Source: an optimization exercise on an open RTL-to-GDS flow (aim: small area and a short achievable clock period). Production flows keep margins and buffers that such runs may drop. The RTL was checked by simulation tests, not by an equivalence proof against the original design. No activity file was given, so power comes from the tool's default toggle rates.

==> flow/design.v <==
module rv32i_top (
    input  wire        clk,
    input  wire        en,
    input  wire [31:0] inst,
    input  wire [31:0] pc,
    output wire        wen,
    output wire [31:0] waddr,
    output wire [31:0] wdata,
    output wire [31:0] next_pc);
  rv32i core (
    .clk(clk),
    .w_0(en),
    .w_1(inst),
    .w_2(pc),
    .w_1616(wen),
    .w_1617(waddr),
    .w_1618(wdata),
    .w_1619(next_pc));
endmodule

module g_aoi222 (input wire a1, a2, b1, b2, c1, c2, output wire y);
  assign y = ~((a1 & a2) | (b1 & b2) | (c1 & c2));
endmodule
module g_nand2 (input wire a, b, output wire y);
  assign y = ~(a & b);
endmodule
module g_nand3 (input wire a, b, c, output wire y);
  assign y = ~(a & b & c);
endmodule
module g_nand4 (input wire a, b, c, d, output wire y);
  assign y = ~(a & b & c & d);
endmodule
module g_mux2i (input wire a0, a1, s, output wire y);
  assign y = ~(s ? a1 : a0);
endmodule
module g_nor2 (input wire a, b, output wire y);
  assign y = ~(a | b);
endmodule
module g_nor2b (input wire a, bn, output wire y);
  assign y = ~(a | ~bn);
endmodule
module g_xnor2 (input wire a, b, output wire y);
  assign y = ~(a ^ b);
endmodule
module g_a21oi (input wire a1, a2, b1, output wire y);
  assign y = ~((a1 & a2) | b1);
endmodule
module g_o21ai (input wire a1, a2, b1, output wire y);
  assign y = ~((a1 | a2) & b1);
endmodule
module g_a22oi (input wire a1, a2, b1, b2, output wire y);
  assign y = ~((a1 & a2) | (b1 & b2));
endmodule
module g_and2 (input wire a, b, output wire y);
  assign y = a & b;
endmodule
module g_xor2 (input wire a, b, output wire y);
  assign y = a ^ b;
endmodule
module g_inv (input wire a, output wire y);
  assign y = ~a;
endmodule
module g_or3 (input wire a, b, c, output wire y);
  assign y = a | b | c;
endmodule
module g_nor3 (input wire a, b, c, output wire y);
  assign y = ~(a | b | c);
endmodule
module rd_bit (input wire [31:1] sel, input wire [31:1] d, output wire yn, output wire y);
  wire [10:0] n;
  genvar g;
  generate
    for (g = 0; g < 10; g = g + 1) begin : grp
      g_aoi222 u (.a1(sel[3*g+1]), .a2(d[3*g+1]), .b1(sel[3*g+2]), .b2(d[3*g+2]),
                  .c1(sel[3*g+3]), .c2(d[3*g+3]), .y(n[g]));
    end
  endgenerate
  g_nand2 u31 (.a(sel[31]), .b(d[31]), .y(n[10]));
  wire m0, m1, m2;
  g_nand4 ua (.a(n[0]), .b(n[1]), .c(n[2]), .d(n[3]), .y(m0));
  g_nand4 ub (.a(n[4]), .b(n[5]), .c(n[6]), .d(n[7]), .y(m1));
  g_nand3 uc (.a(n[8]), .b(n[9]), .c(n[10]), .y(m2));
  g_nor3  ud (.a(m0), .b(m1), .c(m2), .y(yn));
  g_or3   ue (.a(m0), .b(m1), .c(m2), .y(y));
endmodule
module add_sk32 #(parameter INV_Y = 0)
                (input wire [31:0] a, b, input wire ci,
                 output wire [31:0] y, output wire co,
                 output wire [31:0] p, output wire [31:0] g);
  genvar k;
  generate
    for (k = 0; k < 32; k = k + 1) begin : pg
      g_and2 ug (.a(a[k]), .b(b[k]), .y(g[k]));
      g_xor2 up (.a(a[k]), .b(b[k]), .y(p[k]));
    end
  endgenerate
  wire [31:0] g0 = {g[31:1], g[0] | (p[0] & ci)};
  wire [31:0] p0 = p;
  wire [31:0] g1, p1;
  assign g1 = g0 | (p0 & {g0[30], 1'b0, g0[28], 1'b0, g0[26], 1'b0, g0[24], 1'b0, g0[22], 1'b0, g0[20], 1'b0, g0[18], 1'b0, g0[16], 1'b0, g0[14], 1'b0, g0[12], 1'b0, g0[10], 1'b0, g0[8], 1'b0, g0[6], 1'b0, g0[4], 1'b0, g0[2], 1'b0, g0[0], 1'b0});
  assign p1 = p0 & {p0[30], 1'b1, p0[28], 1'b1, p0[26], 1'b1, p0[24], 1'b1, p0[22], 1'b1, p0[20], 1'b1, p0[18], 1'b1, p0[16], 1'b1, p0[14], 1'b1, p0[12], 1'b1, p0[10], 1'b1, p0[8], 1'b1, p0[6], 1'b1, p0[4], 1'b1, p0[2], 1'b1, p0[0], 1'b1};
  wire [31:0] g2, p2;
  assign g2 = g1 | (p1 & {g1[29], g1[29], 1'b0, 1'b0, g1[25], g1[25], 1'b0, 1'b0, g1[21], g1[21], 1'b0, 1'b0, g1[17], g1[17], 1'b0, 1'b0, g1[13], g1[13], 1'b0, 1'b0, g1[9], g1[9], 1'b0, 1'b0, g1[5], g1[5], 1'b0, 1'b0, g1[1], g1[1], 1'b0, 1'b0});
  assign p2 = p1 & {p1[29], p1[29], 1'b1, 1'b1, p1[25], p1[25], 1'b1, 1'b1, p1[21], p1[21], 1'b1, 1'b1, p1[17], p1[17], 1'b1, 1'b1, p1[13], p1[13], 1'b1, 1'b1, p1[9], p1[9], 1'b1, 1'b1, p1[5], p1[5], 1'b1, 1'b1, p1[1], p1[1], 1'b1, 1'b1};
  wire [31:0] g3, p3;
  assign g3 = g2 | (p2 & {g2[27], g2[27], g2[27], g2[27], 1'b0, 1'b0, 1'b0, 1'b0, g2[19], g2[19], g2[19], g2[19], 1'b0, 1'b0, 1'b0, 1'b0, g2[11], g2[11], g2[11], g2[11], 1'b0, 1'b0, 1'b0, 1'b0, g2[3], g2[3], g2[3], g2[3], 1'b0, 1'b0, 1'b0, 1'b0});
  assign p3 = p2 & {p2[27], p2[27], p2[27], p2[27], 1'b1, 1'b1, 1'b1, 1'b1, p2[19], p2[19], p2[19], p2[19], 1'b1, 1'b1, 1'b1, 1'b1, p2[11], p2[11], p2[11], p2[11], 1'b1, 1'b1, 1'b1, 1'b1, p2[3], p2[3], p2[3], p2[3], 1'b1, 1'b1, 1'b1, 1'b1};
  wire [31:0] g4, p4;
  assign g4 = g3 | (p3 & {g3[23], g3[23], g3[23], g3[23], g3[23], g3[23], g3[23], g3[23], 1'b0, 1'b0, 1'b0, 1'b0, 1'b0, 1'b0, 1'b0, 1'b0, g3[7], g3[7], g3[7], g3[7], g3[7], g3[7], g3[7], g3[7], 1'b0, 1'b0, 1'b0, 1'b0, 1'b0, 1'b0, 1'b0, 1'b0});
  assign p4 = p3 & {p3[23], p3[23], p3[23], p3[23], p3[23], p3[23], p3[23], p3[23], 1'b1, 1'b1, 1'b1, 1'b1, 1'b1, 1'b1, 1'b1, 1'b1, p3[7], p3[7], p3[7], p3[7], p3[7], p3[7], p3[7], p3[7], 1'b1, 1'b1, 1'b1, 1'b1, 1'b1, 1'b1, 1'b1, 1'b1};
  wire [31:0] g5, p5;
  assign g5 = g4 | (p4 & {g4[15], g4[15], g4[15], g4[15], g4[15], g4[15], g4[15], g4[15], g4[15], g4[15], g4[15], g4[15], g4[15], g4[15], g4[15], g4[15], 1'b0, 1'b0, 1'b0, 1'b0, 1'b0, 1'b0, 1'b0, 1'b0, 1'b0, 1'b0, 1'b0, 1'b0, 1'b0, 1'b0, 1'b0, 1'b0});
  assign p5 = p4 & {p4[15], p4[15], p4[15], p4[15], p4[15], p4[15], p4[15], p4[15], p4[15], p4[15], p4[15], p4[15], p4[15], p4[15], p4[15], p4[15], 1'b1, 1'b1, 1'b1, 1'b1, 1'b1, 1'b1, 1'b1, 1'b1, 1'b1, 1'b1, 1'b1, 1'b1, 1'b1, 1'b1, 1'b1, 1'b1};
  wire [31:0] c = {g5[30:0], ci};
  generate
    for (k = 0; k < 32; k = k + 1) begin : sm
      if (INV_Y) begin : n
        g_xnor2 us (.a(p[k]), .b(c[k]), .y(y[k]));
      end else begin : t
        g_xor2 us (.a(p[k]), .b(c[k]), .y(y[k]));
      end
    end
  endgenerate
  assign co = g5[31];
endmodule
module inc4 (input wire [31:0] a, output wire [31:0] y);
  assign y = a + 32'd4;
endmodule
module cmp32 (input wire [31:0] a, b, output wire lo_ltn, output wire lo_eqn);
  wire [30:0] l0, e0;
  genvar i;
  generate
    for (i = 0; i < 31; i = i + 1) begin : b0
      g_nor2b ul (.a(a[i]), .bn(b[i]), .y(l0[i]));
      g_xnor2 ue (.a(a[i]), .b(b[i]), .y(e0[i]));
    end
  endgenerate
  wire l1_0, e1_0;
  g_a21oi ua1_0 (.a1(e0[1]), .a2(l0[0]), .b1(l0[1]), .y(l1_0));
  g_nand2 ue1_0 (.a(e0[1]), .b(e0[0]), .y(e1_0));
  wire l1_1, e1_1;
  g_a21oi ua1_1 (.a1(e0[3]), .a2(l0[2]), .b1(l0[3]), .y(l1_1));
  g_nand2 ue1_1 (.a(e0[3]), .b(e0[2]), .y(e1_1));
  wire l1_2, e1_2;
  g_a21oi ua1_2 (.a1(e0[5]), .a2(l0[4]), .b1(l0[5]), .y(l1_2));
  g_nand2 ue1_2 (.a(e0[5]), .b(e0[4]), .y(e1_2));
  wire l1_3, e1_3;
  g_a21oi ua1_3 (.a1(e0[7]), .a2(l0[6]), .b1(l0[7]), .y(l1_3));
  g_nand2 ue1_3 (.a(e0[7]), .b(e0[6]), .y(e1_3));
  wire l1_4, e1_4;
  g_a21oi ua1_4 (.a1(e0[9]), .a2(l0[8]), .b1(l0[9]), .y(l1_4));
  g_nand2 ue1_4 (.a(e0[9]), .b(e0[8]), .y(e1_4));
  wire l1_5, e1_5;
  g_a21oi ua1_5 (.a1(e0[11]), .a2(l0[10]), .b1(l0[11]), .y(l1_5));
  g_nand2 ue1_5 (.a(e0[11]), .b(e0[10]), .y(e1_5));
  wire l1_6, e1_6;
  g_a21oi ua1_6 (.a1(e0[13]), .a2(l0[12]), .b1(l0[13]), .y(l1_6));
  g_nand2 ue1_6 (.a(e0[13]), .b(e0[12]), .y(e1_6));
  wire l1_7, e1_7;
  g_a21oi ua1_7 (.a1(e0[15]), .a2(l0[14]), .b1(l0[15]), .y(l1_7));
  g_nand2 ue1_7 (.a(e0[15]), .b(e0[14]), .y(e1_7));
  wire l1_8, e1_8;
  g_a21oi ua1_8 (.a1(e0[17]), .a2(l0[16]), .b1(l0[17]), .y(l1_8));
  g_nand2 ue1_8 (.a(e0[17]), .b(e0[16]), .y(e1_8));
  wire l1_9, e1_9;
  g_a21oi ua1_9 (.a1(e0[19]), .a2(l0[18]), .b1(l0[19]), .y(l1_9));
  g_nand2 ue1_9 (.a(e0[19]), .b(e0[18]), .y(e1_9));
  wire l1_10, e1_10;
  g_a21oi ua1_10 (.a1(e0[21]), .a2(l0[20]), .b1(l0[21]), .y(l1_10));
  g_nand2 ue1_10 (.a(e0[21]), .b(e0[20]), .y(e1_10));
  wire l1_11, e1_11;
  g_a21oi ua1_11 (.a1(e0[23]), .a2(l0[22]), .b1(l0[23]), .y(l1_11));
  g_nand2 ue1_11 (.a(e0[23]), .b(e0[22]), .y(e1_11));
  wire l1_12, e1_12;
  g_a21oi ua1_12 (.a1(e0[25]), .a2(l0[24]), .b1(l0[25]), .y(l1_12));
  g_nand2 ue1_12 (.a(e0[25]), .b(e0[24]), .y(e1_12));
  wire l1_13, e1_13;
  g_a21oi ua1_13 (.a1(e0[27]), .a2(l0[26]), .b1(l0[27]), .y(l1_13));
  g_nand2 ue1_13 (.a(e0[27]), .b(e0[26]), .y(e1_13));
  wire l1_14, e1_14;
  g_a21oi ua1_14 (.a1(e0[29]), .a2(l0[28]), .b1(l0[29]), .y(l1_14));
  g_nand2 ue1_14 (.a(e0[29]), .b(e0[28]), .y(e1_14));
  wire l1_15, e1_15;
  g_inv ui1l (.a(l0[30]), .y(l1_15));
  g_inv ui1e (.a(e0[30]), .y(e1_15));
  wire l2_0, e2_0;
  g_o21ai ua2_0 (.a1(e1_1), .a2(l1_0), .b1(l1_1), .y(l2_0));
  g_nor2 ue2_0 (.a(e1_1), .b(e1_0), .y(e2_0));
  wire l2_1, e2_1;
  g_o21ai ua2_1 (.a1(e1_3), .a2(l1_2), .b1(l1_3), .y(l2_1));
  g_nor2 ue2_1 (.a(e1_3), .b(e1_2), .y(e2_1));
  wire l2_2, e2_2;
  g_o21ai ua2_2 (.a1(e1_5), .a2(l1_4), .b1(l1_5), .y(l2_2));
  g_nor2 ue2_2 (.a(e1_5), .b(e1_4), .y(e2_2));
  wire l2_3, e2_3;
  g_o21ai ua2_3 (.a1(e1_7), .a2(l1_6), .b1(l1_7), .y(l2_3));
  g_nor2 ue2_3 (.a(e1_7), .b(e1_6), .y(e2_3));
  wire l2_4, e2_4;
  g_o21ai ua2_4 (.a1(e1_9), .a2(l1_8), .b1(l1_9), .y(l2_4));
  g_nor2 ue2_4 (.a(e1_9), .b(e1_8), .y(e2_4));
  wire l2_5, e2_5;
  g_o21ai ua2_5 (.a1(e1_11), .a2(l1_10), .b1(l1_11), .y(l2_5));
  g_nor2 ue2_5 (.a(e1_11), .b(e1_10), .y(e2_5));
  wire l2_6, e2_6;
  g_o21ai ua2_6 (.a1(e1_13), .a2(l1_12), .b1(l1_13), .y(l2_6));
  g_nor2 ue2_6 (.a(e1_13), .b(e1_12), .y(e2_6));
  wire l2_7, e2_7;
  g_o21ai ua2_7 (.a1(e1_15), .a2(l1_14), .b1(l1_15), .y(l2_7));
  g_nor2 ue2_7 (.a(e1_15), .b(e1_14), .y(e2_7));
  wire l3_0, e3_0;
  g_a21oi ua3_0 (.a1(e2_1), .a2(l2_0), .b1(l2_1), .y(l3_0));
  g_nand2 ue3_0 (.a(e2_1), .b(e2_0), .y(e3_0));
  wire l3_1, e3_1;
  g_a21oi ua3_1 (.a1(e2_3), .a2(l2_2), .b1(l2_3), .y(l3_1));
  g_nand2 ue3_1 (.a(e2_3), .b(e2_2), .y(e3_1));
  wire l3_2, e3_2;
  g_a21oi ua3_2 (.a1(e2_5), .a2(l2_4), .b1(l2_5), .y(l3_2));
  g_nand2 ue3_2 (.a(e2_5), .b(e2_4), .y(e3_2));
  wire l3_3, e3_3;
  g_a21oi ua3_3 (.a1(e2_7), .a2(l2_6), .b1(l2_7), .y(l3_3));
  g_nand2 ue3_3 (.a(e2_7), .b(e2_6), .y(e3_3));
  wire l4_0, e4_0;
  g_o21ai ua4_0 (.a1(e3_1), .a2(l3_0), .b1(l3_1), .y(l4_0));
  g_nor2 ue4_0 (.a(e3_1), .b(e3_0), .y(e4_0));
  wire l4_1, e4_1;
  g_o21ai ua4_1 (.a1(e3_3), .a2(l3_2), .b1(l3_3), .y(l4_1));
  g_nor2 ue4_1 (.a(e3_3), .b(e3_2), .y(e4_1));
  wire l5_0, e5_0;
  g_a21oi ua5_0 (.a1(e4_1), .a2(l4_0), .b1(l4_1), .y(l5_0));
  g_nand2 ue5_0 (.a(e4_1), .b(e4_0), .y(e5_0));
  assign lo_ltn = l5_0;
  assign lo_eqn = e5_0;
endmodule
module br_jump (input wire lo_ltn, lo_eqn, a31, b31, input wire [2:0] f3,
                input wire br, jal, output wire jump);
  wire e31 = ~(a31 ^ b31);
  wire sa  = a31 & ~b31;
  wire ua  = ~a31 & b31;
  wire br0 = br & (f3 == 3'd0);
  wire br1 = br & (f3 == 3'd1);
  wire br4 = br & (f3 == 3'd4);
  wire br5 = br & (f3 == 3'd5);
  wire br6 = br & (f3 == 3'd6);
  wire br7 = br & (f3 == 3'd7);
  wire pn  = ~(jal | (br1 & ~e31) | (br4 & sa) | (br5 & ~sa & ~e31)
                   | (br6 & ua) | (br7 & ~ua & ~e31));
  wire q   = (br4 | br6) & e31;            
  wire r   = (br5 & ~sa) | (br7 & ~ua);    
  wire s   = br0 & e31;                    
  wire t   = br1;                          
  wire ml, me;
  g_mux2i u_l (.a0(q), .a1(r), .s(lo_ltn), .y(ml));
  g_mux2i u_e (.a0(s), .a1(t), .s(lo_eqn), .y(me));
  g_nand3 u_j (.a(pn), .b(ml), .c(me), .y(jump));
endmodule
module shifter (input wire [31:0] a, input wire [4:0] sh, input wire left, input wire arith,
                output wire [31:0] shr);
  wire fl = arith & a[31] & ~left;    
  wire fn = ~fl;
  wire [31:0] v0, v1, v2, v3, v4;
  genvar i;
  generate
    for (i = 0; i < 32; i = i + 1) begin : l0
      g_mux2i m (.a0(a[i]), .a1(a[31-i]), .s(left), .y(v0[i]));
    end
  endgenerate
  generate
    for (i = 0; i < 32; i = i + 1) begin : l1
      if (i + 1 < 32) begin : s
        g_mux2i m (.a0(v0[i]), .a1(v0[i+1]), .s(sh[0]), .y(v1[i]));
      end else begin : e
        g_mux2i m (.a0(v0[i]), .a1(fn), .s(sh[0]), .y(v1[i]));
      end
    end
  endgenerate
  generate
    for (i = 0; i < 32; i = i + 1) begin : l2
      if (i + 2 < 32) begin : s
        g_mux2i m (.a0(v1[i]), .a1(v1[i+2]), .s(sh[1]), .y(v2[i]));
      end else begin : e
        g_mux2i m (.a0(v1[i]), .a1(fl), .s(sh[1]), .y(v2[i]));
      end
    end
  endgenerate
  generate
    for (i = 0; i < 32; i = i + 1) begin : l3
      if (i + 4 < 32) begin : s
        g_mux2i m (.a0(v2[i]), .a1(v2[i+4]), .s(sh[2]), .y(v3[i]));
      end else begin : e
        g_mux2i m (.a0(v2[i]), .a1(fn), .s(sh[2]), .y(v3[i]));
      end
    end
  endgenerate
  generate
    for (i = 0; i < 32; i = i + 1) begin : l4
      if (i + 8 < 32) begin : s
        g_mux2i m (.a0(v3[i]), .a1(v3[i+8]), .s(sh[3]), .y(v4[i]));
      end else begin : e
        g_mux2i m (.a0(v3[i]), .a1(fl), .s(sh[3]), .y(v4[i]));
      end
    end
  endgenerate
  generate
    for (i = 0; i < 32; i = i + 1) begin : l5
      if (i + 16 < 32) begin : s
        g_mux2i m (.a0(v4[i]), .a1(v4[i+16]), .s(sh[4]), .y(shr[i]));
      end else begin : e
        g_mux2i m (.a0(v4[i]), .a1(fn), .s(sh[4]), .y(shr[i]));
      end
    end
  endgenerate
endmodule
module rv32i (
    input wire clk,
    input wire [0:0] w_0,
    input wire [31:0] w_1,
    input wire [31:0] w_2,
    output wire [0:0] w_1616,
    output wire [31:0] w_1617,
    output wire [31:0] w_1618,
    output wire [31:0] w_1619);
  wire        en   = w_0[0];
  wire [31:0] inst = w_1;
  wire [31:0] pc   = w_2;
  reg  [32*32-1:0] rf;         
  reg        stg2;
  reg        st_store;
  reg  [4:0] st_rd;
  reg  [2:0] st_f3;
  reg [31:0] st_rs2;
  reg [31:0] st_pc4;
  wire [6:0] op  = inst[6:0];
  wire [4:0] rd  = inst[11:7];
  wire [2:0] f3  = inst[14:12];
  wire [4:0] rs1 = inst[19:15];
  wire [4:0] rs2 = inst[24:20];
  wire f7_20 = (inst[31:25] == 7'b0100000);
  wire op_rr     = (op == 7'b0110011);
  wire op_ri     = (op == 7'b0010011);
  wire op_load   = (op == 7'b0000011);
  wire op_store  = (op == 7'b0100011);
  wire op_branch = (op == 7'b1100011);
  wire op_lui    = (op == 7'b0110111);
  wire op_auipc  = (op == 7'b0010111);
  wire op_jal    = (op == 7'b1101111);
  wire op_jalr   = (op == 7'b1100111);
  wire [31:0] imm_i = {{20{inst[31]}}, inst[31:20]};
  wire [31:0] imm_s = {{20{inst[31]}}, inst[31:25], inst[11:7]};
  wire [31:0] imm_b = {{20{inst[31]}}, inst[7], inst[30:25], inst[11:8], 1'b0};
  wire [31:0] imm_u = {inst[31:12], 12'b0};
  wire [31:0] imm_j = {{12{inst[31]}}, inst[19:12], inst[20], inst[30:21], 1'b0};
  wire [31:0] r1n, r2n;        
  wire [31:0] r1, r2;          
  wire [31:1] sel1, sel2;
  genvar gi, gb;
  generate
    for (gi = 1; gi < 32; gi = gi + 1) begin : dec
      assign sel1[gi] = (rs1 == gi);
      assign sel2[gi] = (rs2 == gi);
    end
    for (gb = 0; gb < 32; gb = gb + 1) begin : rdp
      wire [31:1] d;
      for (gi = 1; gi < 32; gi = gi + 1) begin : col
        assign d[gi] = rf[32*gi + gb];
      end
      rd_bit p1 (.sel(sel1), .d(d), .yn(r1n[gb]), .y(r1[gb]));
      rd_bit p2 (.sel(sel2), .d(d), .yn(r2n[gb]), .y(r2[gb]));
    end
  endgenerate
  wire [31:0] addr, pc_imm, pc4;
  wire [31:0] addr_imm = (op[5] & ~op[6]) ? imm_s : imm_i;
  wire [31:0] pc_imm_v = op[3] ? imm_j : (op[2] ? imm_u : imm_b);
  wire        unused_co0, unused_co1;
  wire [31:0] unused_p0, unused_g0, unused_p1, unused_g1;
  add_sk32 #(.INV_Y(1)) u_addr (.a(r1n), .b(~addr_imm), .ci(1'b1), .y(addr), .co(unused_co0),
                   .p(unused_p0), .g(unused_g0));                   
  add_sk32 u_pcimm (.a(pc), .b(pc_imm_v), .ci(1'b0), .y(pc_imm), .co(unused_co1),
                    .p(unused_p1), .g(unused_g1));                  
  inc4 u_pc4 (.a(pc), .y(pc4));
  wire br_ltn, br_eqn;
  cmp32 u_br (.a(r2n), .b(r1n), .lo_ltn(br_ltn), .lo_eqn(br_eqn));
  wire [3:0] jump;
  genvar gj;
  generate
    for (gj = 0; gj < 4; gj = gj + 1) begin : jp
      br_jump u_j (.lo_ltn(br_ltn), .lo_eqn(br_eqn), .a31(r2n[31]), .b31(r1n[31]),
                   .f3(f3), .br(op_branch), .jal(op_jal), .jump(jump[gj]));
    end
  endgenerate
  wire [31:0] b      = op_rr ? r2 : imm_i;
  wire        do_sub = (op_rr & f7_20 & (f3 == 3'd0)) | (f3 == 3'd2) | (f3 == 3'd3);
  wire [31:0] bx = b ^ {32{do_sub}};
  wire [31:0] sum, ap, agn;
  wire        con;
  add_sk32 #(.INV_Y(1)) u_alu (.a(~r1), .b(~bx), .ci(~do_sub), .y(sum), .co(con),
                  .p(ap), .g(agn));
  wire        ltu = con;
  wire        lt  = (r1[31] ^ b[31]) ? r1[31] : sum[31];
  wire [31:0] shr;
  shifter u_sh (.a(r1), .sh(b[4:0]), .left(f3 == 3'd1), .arith(f7_20), .shr(shr));
  wire [31:0] shl;
  generate
    for (gb = 0; gb < 32; gb = gb + 1) begin : rv
      assign shl[gb] = shr[31-gb];
    end
  endgenerate
  reg [31:0] ld;
  always @* begin
    case (st_f3)
      3'd0: ld = {{24{inst[7]}}, inst[7:0]};
      3'd1: ld = {{16{inst[15]}}, inst[15:0]};
      3'd4: ld = {24'd0, inst[7:0]};
      3'd5: ld = {16'd0, inst[15:0]};
      default: ld = inst;
    endcase
  end
  wire alu_v  = ~stg2 & (op_rr | op_ri);
  wire s_sum  = alu_v & (f3 == 3'd0);
  wire s_shl  = alu_v & (f3 == 3'd1);
  wire s_slt  = alu_v & (f3 == 3'd2);
  wire s_sltu = alu_v & (f3 == 3'd3);
  wire s_xor  = alu_v & (f3 == 3'd4);
  wire s_shr  = alu_v & (f3 == 3'd5);
  wire s_or   = alu_v & (f3 == 3'd6);
  wire s_and  = alu_v & (f3 == 3'd7);
  wire s_lui  = ~stg2 & op_lui;
  wire s_aui  = ~stg2 & op_auipc;
  wire s_link = ~stg2 & (op_jal | op_jalr);
  wire [31:0] wd = ({32{s_sum}} & sum)
                 | ({32{s_shl}} & shl)
                 | ({32{s_shr}} & shr)
                 | ({32{s_xor}} & ap)
                 | ({32{s_or}} & ~agn)
                 | ({32{s_and}} & ~ap & ~agn)
                 | {31'd0, (s_slt & lt) | (s_sltu & ltu)}
                 | ({32{stg2}} & ld)
                 | ({32{s_lui}} & imm_u)
                 | ({32{s_aui}} & pc_imm)
                 | ({32{s_link}} & pc4);
  wire        wr_op = op_lui | op_auipc | op_jal | op_jalr | op_rr | op_ri;
  wire        we    = en & (stg2 ? ~st_store : wr_op);
  wire [4:0]  wa    = stg2 ? st_rd : rd;
  integer j;
  always @(posedge clk) begin
    for (j = 1; j < 32; j = j + 1)
      if (we && wa == j) rf[32*j +: 32] <= wd;
  end
  wire ls = op_load | op_store;
  always @(posedge clk) begin
    stg2     <= en & ~stg2 & ls;
    st_store <= op_store;
    st_rd    <= rd;
    st_f3    <= f3;
    st_rs2   <= r2;
    st_pc4   <= pc4;
  end
  wire act   = en & ~stg2;
  wire s_adr = act & (ls | op_jalr);
  wire s_bn  = ~(act & ~(ls | op_jalr));
  wire s_spc = en & stg2;
  wire [31:0] addr_m = {addr[31:1], addr[0] & ~op_jalr};
  wire [31:0] npc, xn, mn;
  generate
    for (gb = 0; gb < 32; gb = gb + 1) begin : np
      g_a22oi u_x (.a1(s_adr), .a2(addr_m[gb]), .b1(s_spc), .b2(st_pc4[gb]), .y(xn[gb]));
      g_mux2i u_m (.a0(pc4[gb]), .a1(pc_imm[gb]), .s(jump[gb/8]), .y(mn[gb]));
      g_o21ai u_o (.a1(s_bn), .a2(mn[gb]), .b1(xn[gb]), .y(npc[gb]));
    end
  endgenerate
  reg [31:0] wdata;
  always @* begin
    case (st_f3)
      3'd0:    wdata = {inst[31:8], st_rs2[7:0]};
      3'd1:    wdata = {inst[31:16], st_rs2[15:0]};
      default: wdata = st_rs2;
    endcase
  end
  assign w_1616 = en & stg2 & st_store;
  assign w_1617 = pc;
  assign w_1618 = wdata;
  assign w_1619 = npc;
endmodule
==> flow/flow/run.sh <==
#!/bin/bash
# Layout: the standard ORFS flow (standard.sh) with these changes to how the
# layout is optimised (the design, clock and constraints are unchanged):
#  - the port buffers are sky130_fd_sc_hd__buf_2 instead of the delay buffer
#    ORFS picks by default;
#  - ORFS's repair_timing steps aim at a larger setup slack;
#  - gate sizing may change a cell's footprint.
# ORFS writes each step's log under orfs/logs; make's own output goes to
# standard_finish.log.
set -euo pipefail
export BUFFER_PORTS_ARGS="-buffer_cell sky130_fd_sc_hd__buf_2"
export SETUP_SLACK_MARGIN=7.9
bash standard.sh MATCH_CELL_FOOTPRINT=0 finish > standard_finish.log 2>&1
==> flow/standard.sh <==
#!/bin/bash
# synth_recipe.tcl (not shown) runs the flow's synth.tcl, then flattens the netlist and writes it again
# the make line also repeats each setting of config.mk as NAME=value (left out here)
make -C /OpenROAD-flow-scripts/flow DESIGN_CONFIG=/design/flow/config.mk WORK_HOME=/design/flow/orfs CLKGATE_MAP_FILE= SYNTH_SCRIPT=/design/flow/synth_recipe.tcl "${@:-finish}"
==> flow/config.mk <==
export PLATFORM = sky130hd
export DESIGN_NAME = rv32i_top
export DESIGN_NICKNAME = rv32i_top
export VERILOG_FILES = /design/flow/design.v
export SDC_FILE = /design/flow/constraint.sdc
export NUM_CORES = 4
export LEC_CHECK = 0
export CAP_MARGIN = 30
export CORE_MARGIN = 2
export CORE_UTILIZATION = 50
export CTS_CLUSTER_DIAMETER = 80
export CTS_CLUSTER_SIZE = 25
export SLEW_MARGIN = 30
export SYNTH_HIERARCHICAL = 1
export SYNTH_MINIMUM_KEEP_SIZE = 0
==> flow/constraint.sdc <==
create_clock -name core_clock -period 20.0 [get_ports {clk}]
set_input_delay 4.0000 -clock core_clock [delete_from_list [all_inputs] [get_ports {clk}]]
set_output_delay 4.0000 -clock core_clock [all_outputs]
set_load 0.01 [all_outputs]
==> run summary <==
Starting Density=50.2%; reg2reg end=core.rf[698]; flop2flop setup slack=13.38 ns; Core Util, Final=59.5%; total core area=109000 sq um; WP depth=20; Pre-antenna DRT Iters=12; WP data arrival=8.09 ns; Max Cap Violations=0; Skew-Pair Late Insertion Delay=0.75 ns; Mean Syn Cell Area=13.5 sq um; Setup TNS Final=0 ns; DRC viols=0; DRT iter0 DRCs=10.3k; Routability Congestion=1.05; full die area=112000 sq um; DP HPWL=155000 um; WL final=243000 um; largest net degree at the start of global routing=78; Mapped Area=54500 sq um; vias=45.7k; Site Rows=121; Setup crit end=next_pc[23]; Clock Skew=0.0733 ns; Max Root-Sink Buffers=3; CP max stage cell=a222oi_1; post-route antenna net violation count=0; CP Data Required Time=16.00 ns; reg2reg path depth=18; Slew @ Worst Pin=0.997 ns; Clock transition at path regs=0.10 ns; vias per cell=7.62; yosys warns=7; Crit. End Element=output port; VDD IR max=70.2 uV; P_leak=22.8 nW; delay-heaviest family, CP=simple AND/OR/NAND/NOR gates; CTS tree=built; Worst Path Max Fanout=16; max incr delay on CP=0.50 ns; highest clock rate=82.7 MHz; HP Start=core.rf[1011]; Hold Path Class=register to register; Final period util=60.4%; fin nets=4620; critical path startpoint=inst[23]; total track usage=41.0%; grt total ovfl=0; IO Pins=163; chip width=334 um; H-tree depth=2; worst path cell trace=buf_8 -> nand2b_4 -> buf_4 -> nor2_4 -> a222oi_1 -> nand4_1 -> nor3_2 -> nor2b_4 -> a21oi_2 -> o21ai_1 -> a21oi_2 -> o21ai_2 -> a21oi_4 -> buf_12 -> mux2i_4 -> nand3_4 -> buf_12 -> mux2i_1 -> o21ai_1 -> buf_2; cells after synthesis=4037; clock buffer count from CTS=55; # setup viols final=0; final hold violations=0; Placement Setup Slack=6.28 ns; status=no timing/DRC/antenna violations; layout cells sized above 1=25.7%; root buf cell=clkbuf_16; Startpoint Class=primary input; Crit Reg-Reg Startpoint=core.rf[33]; I/O Buffers=162; Slew Viols, Final=0; Layout area overhead=18.4%; die height=334 um; global-route wire length before repair=322000 um; Final min period=12.09 ns; antenna violations before repair=18; vias in the first global route=41.7k; CP Class=primary input to output port; CTS Sinks=1066; PwrDens=75.8 nW/um^2; RSZ-0062 raised after global routing=yes; final worst slack=7.91 ns; Rel. slew slack=33.0%; Buf+Inv Stages, Crit Path=5; drt wl/cell=40.4 um; fillers=8580
==> area by class of cell <==
cell class | instances | area (sq um) | share of cell area (%)
Antenna cell | 2 | 5.00 | 0.00775
Clock buffer | 79 | 1490 | 2.30
Clock inverter | 15 | 229 | 0.355
Inverter | 84 | 315 | 0.488
Multi-Input combinational cell | 2745 | 24100 | 37.3
Sequential cell | 1066 | 31300 | 48.4
Tap cell | 1414 | 1770 | 2.74
Timing Repair Buffer | 593 | 5380 | 8.33
==> per-stage QoR <==
stage          instance area [sq um]  total power (W)  hold WS (ns)  std cells
5_1_grt                        64600          0.00500         0.837       5996
2_1_floorplan                  54700          0.00309         0.595       4041
4_1_cts                        62600          0.00479         0.779       5901
3_3_place_gp                   58000          0.00343         0.707       5618
3_5_place_dp                   58100          0.00343         0.718       5621
6_report                       64600          0.00490         0.826       5998
==> worst register-to-register path, delay by kind of cell, from the launching register on <==
| family | cells | cell delay (ns) |
|---|---|---|
| AOI/OAI and AO/OA | 8 | 2.88 |
| buffers and inverters | 3 | 0.99 |
| muxes | 2 | 0.48 |
| xor gates and xnor gates | 3 | 0.82 |
| DFF | 1 | 0.41 |
| and+or+nand+nor | 2 | 0.74 |
==> metal layers <==
metal  track usage (%)  routed length (um)
met5                 0                  25
met4              24.6               18900
met3              12.9               37700
met2              60.6              103000
met1              52.8               83400
==> where the power goes <==
group / internal (W) / switching (W)
clock: 0.000542 / 0.000762
combinational: 0.000426 / 0.000732
sequential: 0.00243 / 0.00000569
total: 0.00340 / 0.00150
==> flip-flops by register name, indices dropped and copies added, names as in the netlist <==
name and cells:
core.rf 992, core.st_rd 5, core.st_f3 3, core.st_pc4 32, core.stg2 1, core.st_rs2 32, core.st_store 1
==> what timing repair did <==
action | CTS | global route
cloned | 6 | 18
hold buffers | 0 | 0
setup endpoints to repair | 32 | 32
buffers inserted | 180 | 76
gates resized for setup | 252 | 187
pin swaps | 195 | 145
==> worst min-delay path by stage <==
stage,to,slack (ns),cells past startpoint
2_1_floorplan,core.st_rs2[0],0.60,3
3_3_place_gp,core.st_rs2[28],0.71,3
3_5_place_dp,core.st_rs2[28],0.72,3
4_1_cts,core.st_rs2[28],0.78,3
5_1_grt,core.st_rs2[19],0.84,3
6_report,core.st_rs2[19],0.83,3
==> cell usage in the layout (no fill, tap or decap), types with 39 or more instances in the layout <==
master,count
edfxtp_1,992
a222oi_1,653
buf_4,312
mux2i_1,252
nand2_1,165
nand4_1,165
buf_2,151
xor2_1,142
xnor2_1,109
and2_1,103
a21oi_1,93
a21o_1,83
inv_1,78
clkbuf_16,73
dfxtp_1,73
nor3_4,71
or3_1,67
nand3_1,66
mux2_2,58
nor2_1,53
nor2_4,51
a22oi_1,50
buf_6,48
buf_12,48
o21ai_0,39

## what the ideal ports hide
The flow's constraints put no driver on any port. The routed layout listed below was extracted and timed again, unchanged, in two steps.
Step 1 sets driving cells, clkbuf_16 on the clock port and buf_2 on the other inputs (assumed; they add their load-dependent delay and slew).
Step 2 times the ports against the registers' clock, not the clock port: input delays grow and output delays shrink by t, the midpoint of the rising clock arrivals with the driver on.
Three values: ideal ports, drivers, drivers and shift; two values: the first two.
shift t [ns]: 0.794
slack for setup (ns): 7.911 / 7.685 / 7.685
cell pins on the clock port's net: 1
After both steps this run still meets setup and hold. The setup slack of this run moves by -0.226 ns with the drivers and by -0.226 ns with both steps.
